Source: an optimization exercise on an open RTL-to-GDS flow (aim: small area and a short achievable clock period). Production flows keep margins and buffers that such runs may drop.
Only simulation tests tie the RTL to the original design; equivalence was not proved.
Power and IR drop assume default switching activity.

== main ==
==> flow/design.v (excerpt) <==
module median_3x3(
	input clk,
	input [8 - 1 : 0] i_p0, i_p1, i_p2,
	input [8 - 1 : 0] i_p3, i_p4, i_p5,
	input [8 - 1 : 0] i_p6, i_p7, i_p8,
	output reg [8 - 1 : 0] o_median
);
Size in the first run: about 81 I/O pins.
Settings: LEC_CHECK=0, ABC_AREA=1, CAP_MARGIN=20, CORE_MARGIN=2, CORE_UTILIZATION=60, SETUP_SLACK_MARGIN=2.8, SLEW_MARGIN=20; clock period 6.0 ns.
run.sh (not shown) runs the stock make flow with config.mk's settings and CLKGATE_MAP_FILE= SYNTH_SCRIPT=/design/flow/synth_recipe.tcl, a recipe that flattens the netlist after the stock synthesis.
Every stage of the flow completed for main, and the final layout passed the timing, DRC and antenna checks.
Relative to main, the following input files were edited for the feature branch:
Settings: changing SETUP_SLACK_MARGIN from 2.8 to 2.7; changing CORE_UTILIZATION from 60 to 50.
==> flow/flow/run.sh (new file) <==
#!/bin/bash
# The standard layout (the standard.sh, ORFS from synthesis to the final
# layout), with the smallest buffer on the ports instead of ORFS's default
# choice. Each tool's output is in orfs/logs; standard.sh's own output in
# standard.log.
export BUFFER_PORTS_ARGS="-buffer_cell sky130_fd_sc_hd__buf_1"
bash standard.sh > standard.log 2>&1
==> flow/standard.sh (new file) <==
#!/bin/bash
# synth_recipe.tcl (not shown) runs the flow's synth.tcl, then flattens the netlist and writes it again
# the make line also repeats each setting of config.mk as NAME=value (left out here)
make -C /OpenROAD-flow-scripts/flow DESIGN_CONFIG=/design/flow/config.mk WORK_HOME=/design/flow/orfs CLKGATE_MAP_FILE= SYNTH_SCRIPT=/design/flow/synth_recipe.tcl "${@:-finish}"
removed: flow/run.sh
On power, the lower figure sits with the feature branch, not main.
Diff main and the feature branch: net switching share of the total power higher in the feature branch
Row share of power burned in the clock network: the feature branch higher / main lower
Looking only at number of global-route vias before repair, and setting everything else aside, the lower value of main and the feature branch goes to the feature branch.
Compared with main, the feature branch shows a lower time the final worst path needs with I/O delays and setup.
The feature branch reports its critical path startpoint as i_p4[7] while main reports i_p2[7].
NOTE: met3 capacity usage during global routing in the feature branch falls short of that of main
Compared with main, the feature branch shows a routed length on met1 that is about 2.7% higher.
Global-route usage in the feature branch is 5.1 points lower than in main
For main, the standard cell with the maximum stage delay on the critical path was dlygate4sd2_1, unlike the feature branch, where it was a22oi_2.
The feature branch vs main on data required time at the worst endpoint: the feature branch is the lower one.
The feature branch gives less non-clock buffer share of cell area than main did.
On die area, the feature branch does worse than main.

Another version of the RTL of median_3x3 (not shown whole).
Size: roughly 980 cells after synthesis, about 96 flip-flops.
clock: 6.0 ns
lec_check: 0
abc_area: 1
cap_margin: 20
core_margin: 2
core_utilization: 65
cts_buf_list: sky130_fd_sc_hd__clkbuf_8
setup_slack_margin: 3.2
slew_margin: 20
standard.sh (not shown) runs the stock make flow with config.mk's settings and CLKGATE_MAP_FILE= SYNTH_SCRIPT=/design/flow/synth_recipe.tcl, a recipe that flattens the netlist after the stock synthesis.
==> flow/flow/run.sh <==
#!/bin/bash
# The standard layout (the standard.sh, ORFS from synthesis to the final
# layout), with the smallest buffer on the ports instead of ORFS's default
# choice. Each tool's output is in orfs/logs; standard.sh's own output in
# standard.log.
export BUFFER_PORTS_ARGS="-buffer_cell sky130_fd_sc_hd__buf_1"
bash standard.sh > standard.log 2>&1
==> next run, changes <==
CORE_UTILIZATION = 60   (was 65)
SETUP_SLACK_MARGIN = 3.15   (was 3.2)
First-iteration DRC count rose by well over a third.
Final cell count goes up slightly.
Critical path depth falls by 3.
Routed wire length went down by a few percent.
Final area went down slightly.
Via count decreases by a few percent.
==> next run, changes <==
SETUP_SLACK_MARGIN = 3.25   (was 3.15)
Result:
- global-route usage is about the same
- final area is higher by about 1.7%
- worst setup slack gains 0.072 ns
- wire length is higher by 3.3%
- clock skew stays flat
- synthesized cell count is unchanged
- die area is unchanged
- first-iteration DRC count is lower by 11%
- non-clock buffer count is lower by 6
- total power is higher by about 1.6%
- clock power is higher by about 7%
==> next run, changes <==
CORE_UTILIZATION = 50   (was 60)
SETUP_SLACK_MARGIN = 3.2   (was 3.25)
After rerunning: Core utilization drops by 14 points. Clock power drops by 11%. Register-to-register slack improved by 0.09 ns. Setup slack got worse by 0.062 ns. Fmax drops by 2.3%. Area after synthesis does not change. First-iteration DRC count drops by 9.2%.
==> next run, changes <==
CORE_UTILIZATION = 60   (was 50)
SETUP_SLACK_MARGIN = 3.4   (was 3.2)
Outcome: Worst setup slack gets worse by 0.10 ns; cell area came out higher by roughly a tenth; hold slack gains 0.0059 ns; register-to-register slack is worse by 0.02 ns; total power grows by roughly a tenth.
==> next run, changes <==
SETUP_SLACK_MARGIN = 3.3   (was 3.4)
First-iteration DRC count shrinks by 23%.
Via count is lower by 9.2%.
Utilization shrinks by 6.0 points.

==> port drivers added, routing unchanged <==
Ports are ideal in the flow. The routed layouts listed here were re-timed in OpenROAD. Step 1: set_driving_cell puts a clkbuf_16 on clk and a buf_2 on each other input, an assumption about the parent block. Step 2 moves the port delays by t, midway between the first and last clock arrival at a register: inputs arrive t later, outputs are due t later. That takes back most of the time a late clock gives input paths. a / b / c = ideal ports / drivers / drivers and shift; a / b = the first two.
| run | t, ns | setup slack, ns | worst setup path after step 2 | worst register clock-pin slew, ns |
|---|---|---|---|---|
| main | 0.398 | 2.831 / 2.845 / 2.447 | input to register | 0.10 / 0.10 |
| the feature branch | 0.391 | 2.954 / 2.976 / 2.585 | input to register | 0.07 / 0.07 |
| the first run of note 2 | 0.395 | 3.109 / 3.113 / 2.718 | input to register | 0.09 / 0.09 |
| the second run of note 2 | 0.406 | 3.217 / 3.230 / 2.823 | input to register | 0.10 / 0.10 |
| the third run of note 2 | 0.401 | 3.289 / 3.289 / 2.909 | input to register | 0.10 / 0.10 |
| the fourth run of note 2 | 0.404 | 3.227 / 3.242 / 2.837 | input to register | 0.10 / 0.10 |
| the fifth run of note 2 | 0.407 | 3.124 / 3.081 / 2.674 | input to register | 0.11 / 0.11 |
| the sixth run of note 2 | 0.396 | 3.229 / 3.228 / 2.832 | input to register | 0.09 / 0.09 |
After both steps setup and hold are still met in every run listed. The setup slack of the fifth run of note 2, which loses most, moves by -0.043 ns with the drivers and by -0.450 ns with both steps.
